Context: an optimization exercise on an open-source flow, tuned for small area and a short achievable clock period. The choices shown serve that exercise and are no tape-out recipe.
Where RTL was checked, it was by simulation tests only, not by an equivalence proof against the original.
Only the layout flow was run in run 2; the RTL was not checked for function there.

==> flow/design.v, too long to show whole: its modules and the start of the top module <==
// module DCT: 3419 lines
// module dct_fa: 6 lines
// module dct_ha: 6 lines
// module dct_ao: 5 lines
// module dct_and: 5 lines
// module dct_not: 5 lines
module DCT(clk,rst_n,ena,done,
  data_in0,data_in1,data_in2,data_in3,data_in4,data_in5,data_in6,data_in7,
  data_out0,data_out1,data_out2,data_out3,data_out4,data_out5,data_out6,data_out7);
  // ...
==> flow/flow/run.sh <==
#!/bin/bash
# The standard layout, with plain buf_1 cells as the input/output port buffers
# (the standard flow picks a larger delay-buffer cell for them).
set -euo pipefail
export BUFFER_PORTS_ARGS="-buffer_cell sky130_fd_sc_hd__buf_1"
bash standard.sh > standard.log 2>&1
==> flow/standard.sh <==
#!/bin/bash
# synth_recipe.tcl (not shown) runs the flow's synth.tcl, then flattens the netlist and writes it again
# the make line also repeats each setting of config.mk as NAME=value (left out here)
make -C /OpenROAD-flow-scripts/flow DESIGN_CONFIG=/design/flow/config.mk WORK_HOME=/design/flow/orfs CLKGATE_MAP_FILE= SYNTH_SCRIPT=/design/flow/synth_recipe.tcl "${@:-finish}"
==> flow/config.mk <==
export PLATFORM = sky130hd
export DESIGN_NAME = DCT
export DESIGN_NICKNAME = DCT
export VERILOG_FILES = /design/flow/design.v
export SDC_FILE = /design/flow/constraint.sdc
export NUM_CORES = 4
export LEC_CHECK = 0
export CAP_MARGIN = 10
export CORE_MARGIN = 2
export CORE_UTILIZATION = 40
export CTS_CLUSTER_DIAMETER = 70
export CTS_CLUSTER_SIZE = 30
export SETUP_SLACK_MARGIN = 1.75
export SLEW_MARGIN = 10
export SYNTH_HIERARCHICAL = 1
export SYNTH_MINIMUM_KEEP_SIZE = 0
==> flow/constraint.sdc <==
create_clock -name core_clock -period 4.5 [get_ports {clk}]
set_input_delay 0.9000 -clock core_clock [delete_from_list [all_inputs] [get_ports {clk}]]
set_output_delay 0.9000 -clock core_clock [all_outputs]
set_load 0.01 [all_outputs]
==> results.json, run 1 <==
{
  "status": "no timing/DRC/antenna violations",
  "rsz0062_at_grt": "true",
  "period_share": 0.6119,
  "fillCellCount": 6112,
  "grt-busiest-layer": "met2",
  "floorplan.initialDensity": 0.4058,
  "synth_common_cells": "dfxtp_1 (435), fa_1 (420), inv_1 (336)",
  "synth_compound_area_frac": 0.07416,
  "max_freq_mhz": 363.2,
  "placed_cells": 3087,
  "period_minus_slack_ns": 2.754,
  "fp.dieArea_sq_mm": 0.06915,
  "tightest_slew_ns": 0.5621,
  "grt_overflow": 0,
  "drc": 0,
  "yosys.cell_count.top_type": "dfxtp_1",
  "cts_tree": "done",
  "cts_setup_buffers": 17,
  "drt_pre_antenna_iters": 4,
  "fin_ws_ns": 1.746,
  "fp.coreArea_sq_mm": 0.06610,
  "antenna_found_initial": 24,
  "seq_area_frac_synth": 0.3274,
  "crit_chain": "buf_2, fa_2, fa_1, ha_4, and2_1, a21o_1, a21o_1, a21o_1, xor2_1",
  "nFlopsAndLatches": 438
}
==> inputs of run 2 (changes only) <==
--- a/flow/design.v
+++ b/flow/design.v
@@ -1,22 +1,21 @@
 module DCT(clk,rst_n,ena,done,
   data_in0,data_in1,data_in2,data_in3,data_in4,data_in5,data_in6,data_in7,
   data_out0,data_out1,data_out2,data_out3,data_out4,data_out5,data_out6,data_out7);
 input clk,rst_n,ena;
 input signed [8:0] data_in0,data_in1,data_in2,data_in3,data_in4,data_in5,data_in6,data_in7;
 output signed [18:0] data_out0,data_out1,data_out2,data_out3,data_out4,data_out5,data_out6,data_out7;
 output done;
-reg [2:0] vld;
+reg [3:0] vld;
 always @(posedge clk or negedge rst_n)
   if (!rst_n) vld <= 0;
-  else vld <= {vld[1:0], ena};
-assign done = vld[2];
-wire [8:0] x0 = data_in0, x1 = data_in1, x2 = data_in2, x3 = data_in3;
-wire [8:0] x4 = data_in4, x5 = data_in5, x6 = data_in6, x7 = data_in7;
+  else vld <= {vld[2:0], ena};
+assign done = vld[3];
+reg [8:0] x0, x1, x2, x3, x4, x5, x6, x7;
 wire s1, c2;
 dct_fa us1 (.a(x0[0]), .b(x7[0]), .c(x3[0]), .s(s1), .co(c2));
 wire s3, c4;
 dct_fa us3 (.a(x0[1]), .b(x7[1]), .c(x3[1]), .s(s3), .co(c4));
 wire s5, c6;
 dct_fa us5 (.a(x0[2]), .b(x7[2]), .c(x3[2]), .s(s5), .co(c6));
 wire s7, c8;
 dct_fa us7 (.a(x0[3]), .b(x7[3]), .c(x3[3]), .s(s7), .co(c8));
@@ -3362,16 +3361,18 @@
 reg [15:0] ry1;
 reg [14:0] ry2;
 reg [15:0] ry3;
 reg [15:0] ry4;
 reg [15:0] ry5;
 reg [14:0] ry6;
 reg [15:0] ry7;
 always @(posedge clk) begin
+  x0 <= data_in0; x1 <= data_in1; x2 <= data_in2; x3 <= data_in3;
+  x4 <= data_in4; x5 <= data_in5; x6 <= data_in6; x7 <= data_in7;
   ra_p03 <= {p03_g75, p03_q93, p03_q92, p03_q91, p03_q90, p03_q89, p03_q88, p03_q87, p03_q86, p03_q85, s36};
   ra_p12 <= {p12_g168, p12_q186, p12_q185, p12_q184, p12_q183, p12_q182, p12_q181, p12_q180, p12_q179, p12_q178, s129};
   ra_m03 <= {m03_g282, m03_q300, m03_q299, m03_q298, m03_q297, m03_q296, m03_q295, m03_q294, m03_q293, m03_q292, s239};
   ra_m12 <= {m12_g396, m12_q414, m12_q413, m12_q412, m12_q411, m12_q410, m12_q409, m12_q408, m12_q407, m12_q406, s353};
   ra_m0 <= {m0_q480, m0_q479, m0_q478, m0_q477, m0_q476, m0_q475, m0_q474, m0_q473, m0_q472, s416};
   ra_m1 <= {m1_q546, m1_q545, m1_q544, m1_q543, m1_q542, m1_q541, m1_q540, m1_q539, m1_q538, s482};
   ra_m2 <= {m2_q607, m2_q606, m2_q605, m2_q604, m2_q603, m2_q602, m2_q601, m2_q600, m2_q599, s547};
   ra_m3 <= {m3_q668, m3_q667, m3_q666, m3_q665, m3_q664, m3_q663, m3_q662, m3_q661, m3_q660, s608};
==> flow/config.mk (replaced) <==
export PLATFORM = sky130hd
export DESIGN_NAME = DCT
export DESIGN_NICKNAME = DCT
export VERILOG_FILES = /design/flow/design.v
export SDC_FILE = /design/flow/constraint.sdc
export NUM_CORES = 4
export LEC_CHECK = 0
export CAP_MARGIN = 20
export CORE_MARGIN = 2
export CORE_UTILIZATION = 40
export CTS_CLUSTER_DIAMETER = 70
export CTS_CLUSTER_SIZE = 30
export SETUP_SLACK_MARGIN = 1.75
export SLEW_MARGIN = 20
export SYNTH_HIERARCHICAL = 1
export SYNTH_MINIMUM_KEEP_SIZE = 0
==> run 2 against run 1 <==
Maximum frequency about the same. Critical path type is now reg -> reg. Highest routed layer unchanged. Synthesized area increased by 5.5%. Still clean on timing, DRC and antenna. Critical endpoint is now ra_p03[9].
==> results.json, run 2 <==
{
  "syn_inst": 2206,
  "grt_pass1_vias": 16660,
  "skew_ns": 0.04043,
  "place_ws_ns": 1.370,
  "fp.dieArea_sq_mm": 0.07287,
  "drt_iter0_drc": 469,
  "drc": 0,
  "reg2reg_depth": 9,
  "crit-reg2reg-launch": "x3[2]",
  "end_kind": "flop",
  "synth_top_family_by_area": "adder cells",
  "fin_cells": 3345,
  "period_share": 0.6123,
  "clk_pin_slew_ns": 0.08,
  "fin_ws_ns": 1.745,
  "tightest_slew_ns": 0.6036,
  "slew_violations": 0,
  "synth_cell_types": 12,
  "rows": 97,
  "worstPathRequired_ns": 4.95,
  "synth-simple-area-share": 0.02446,
  "max_freq_mhz": 362.9,
  "design_area_sq_mm": 0.03134,
  "drt_pre_antenna_iters": 4,
  "dp_hpwl_mm": 46.28,
  "floorplan.initialDensity": 0.4040,
  "cts_made_buffers": 37,
  "clk_latency_ns": 0.59,
  "grt_pass1_wl_mm": 91.67,
  "synth_edf_count": 0,
  "clock-root-buffer": "clkbuf_16",
  "htreeDepth": 2,
  "placed_cells": 3232,
  "cts_hold_buf": 0,
  "synth_top_cell_area_share": 0.3587,
  "syn_to_final_growth_pct": 10.77,
  "async_reset_ff_frac": 0.007828,
  "synth_fa_ha_area_frac": 0.4060,
  "status": "no timing/DRC/antenna violations",
  "vias": 14730,
  "reg2reg_to": "ra_p03[9]",
  "syn_avg_cell_area_sq_um": 12.83,
  "startpoint_type": "flop",
  "synthTopCellsByArea": "dfxtp_1 (36%), fa_1 (30%), ha_1 (11%), a21o_1 (7.0%), xor2_1 (5.5%)",
  "wire_per_inst_microns": 16.86,
  "crit_type": "reg -> reg",
  "finalSetupTns_ns": 0,
  "grt_use_total": 0.1622,
  "mostFrequentLayoutCell": "dfxtp_1",
  "fp.coreArea_sq_mm": 0.07003,
  "synth_compound_area_frac": 0.07032,
  "antenna_found_initial": 4,
  "gp_congestion": 0.8172,
  "drive_above_1_share": 0.08860,
  "synth_common_cells": "dfxtp_1 (507), fa_1 (420), inv_1 (336)",
  "timing.hold.ws_ns": 0.1164,
  "hold_class": "in -> async",
  "cts_tree": "done",
  "ys.flop_type": "dfxtp_1",
  "period_minus_slack_ns": 2.755,
  "regToRegSetupSlack_ns": 1.74,
  "synth.area.mux_share": 0,
  "synth_xor_area_frac": 0.05510,
  "path_max_fanout": 4,
  "routed_wl_mm": 56.39,
  "yosys.cell_count.top_type": "dfxtp_1",
  "relSlewSlack": 0.5971,
  "ios": 228,
  "setup_viol": 0,
  "cap_violations": 0,
  "fin_nets": 3116,
  "final_util": 0.4475,
  "die-height_microns": 270.0,
  "antenna_left": 0,
  "synth_area_sq_mm": 0.02829,
  "routed_via_density": 4.404,
  "clock_path_buffers": 3,
  "grt_start_max_net_pins": 25,
  "grt_overflow": 0,
  "synth-seq-cells": 511,
  "seq_area_frac_synth": 0.3623,
  "arrival_ns": 3.21,
  "io_buffers": 225,
  "yosysTopAreaCell": "dfxtp_1",
  "synth_warnings": 7,
  "rsz0062_at_grt": "true",
  "final_cell_mix": "dfxtp_1 (437), fa_1 (419), inv_1 (328), a21o_1 (263), ha_1 (232)",
  "place_area_sq_mm": 0.02927,
  "die_w_microns": 270.0,
  "cts.sinks": 511,
  "finalHoldViolCount": 0
}
## run 2: cells by family after synthesis
family	Yosys count
flip-flops	511
AND/OR/NAND/NOR	109
adder cells (fa/ha/maj)	666
buffers and inverters	476
AO/OA/AOI/OAI	265
XOR/XNOR	178
other	1
## run 2: what timing repair did
| action | 4_1_cts | 5_1_grt |
|---|---|---|
| gates resized for setup | 82 | 54 |
| buffers inserted | 9 | 35 |
| hold endpoints to repair | 0 | 0 |
| setup endpoints to repair | 79 | 46 |
| pin swaps | 11 | 13 |
## run 2: modules after synthesis (local to each module, per instance)
| module | flops+latches | times used | cells inside | area, sq um |
|---|---|---|---|---|
| dct_not | 0 | 324 | 1 | 3.754 |
| DCT | 511 | 1 | 846 | 12940 |
| dct_fa | 0 | 420 | 1 | 20.02 |
| dct_ao | 0 | 265 | 1 | 7.507 |
| dct_and | 0 | 105 | 1 | 6.256 |
| dct_ha | 0 | 246 | 1 | 12.51 |
## run 2: area by class of cell
class	count	area (sq um)
multi-input cells	1220	15950
clock buffers	41	950.9
repair buffers	269	1190
clock inverters	27	365.4
inverters	336	1272
diodes	1	2.502
fillers	6449	38690
flip-flops and latches	511	10430
well taps	940	1176
## run 2: how the worst max path moves through the flow
stage | slack [ns] | from | endpoint
floorplan | 1.76 | ra_m0[6] | ryb5[8]
finish | 1.74 | x3[2] | ra_p03[9]
global route | 1.67 | x3[2] | ra_p03[9]
global placement | 1.39 | ra_m0[4] | ryb1[3]
CTS | 1.69 | ra_m0[0] | ryb1[3]
detailed placement | 1.37 | ra_m0[4] | ryb1[3]
## run 2: critical path, stage by stage (launching register included)
cell	delay, ns
dfxtp_2	0.33
buf_4	0.14
fa_1	0.47
fa_1	0.58
ha_4	0.22
and2_4	0.13
a21o_4	0.21
a21o_4	0.23
a21o_1	0.18
xor2_1	0.15
## run 2: routing by layer
metal  track usage  up-vias  share of wire
li1              -     7053              -
met1        0.2124     7392           0.44
met2        0.2778      217           0.49
met3       0.02649       66          0.043
met5             0        -        0.00023
met4       0.04459        2          0.025

==> re-timing with driven ports <==
How much do the figures lean on ideal ports? The routed layouts below were timed once more, with nothing changed but the port constraints. Step 1 (the two cells are an assumption about what drives the block):
set clk [get_ports {clk}]
set_driving_cell -lib_cell sky130_fd_sc_hd__clkbuf_16 $clk
set_driving_cell -lib_cell sky130_fd_sc_hd__buf_2 [delete_from_list [all_inputs] $clk]
Step 2 times the ports against the registers' clock, not the clock port: input delays grow and output delays shrink by t, the midpoint of the rising clock arrivals with the driver on. a / b / c = no drivers / after step 1 / after step 2; a / b = the first two.
run	shift t [ns]	slack for setup (ns)	worst data-port slew with drivers (ns)
run 1	0.625	1.746 / 1.692 / 1.067	0.13
run 2	0.627	1.745 / 1.745 / 1.745	0.06
After both steps setup and hold are still met in every run listed. The setup slack of run 1, which loses most, moves by -0.054 ns with the drivers and by -0.679 ns with both steps.
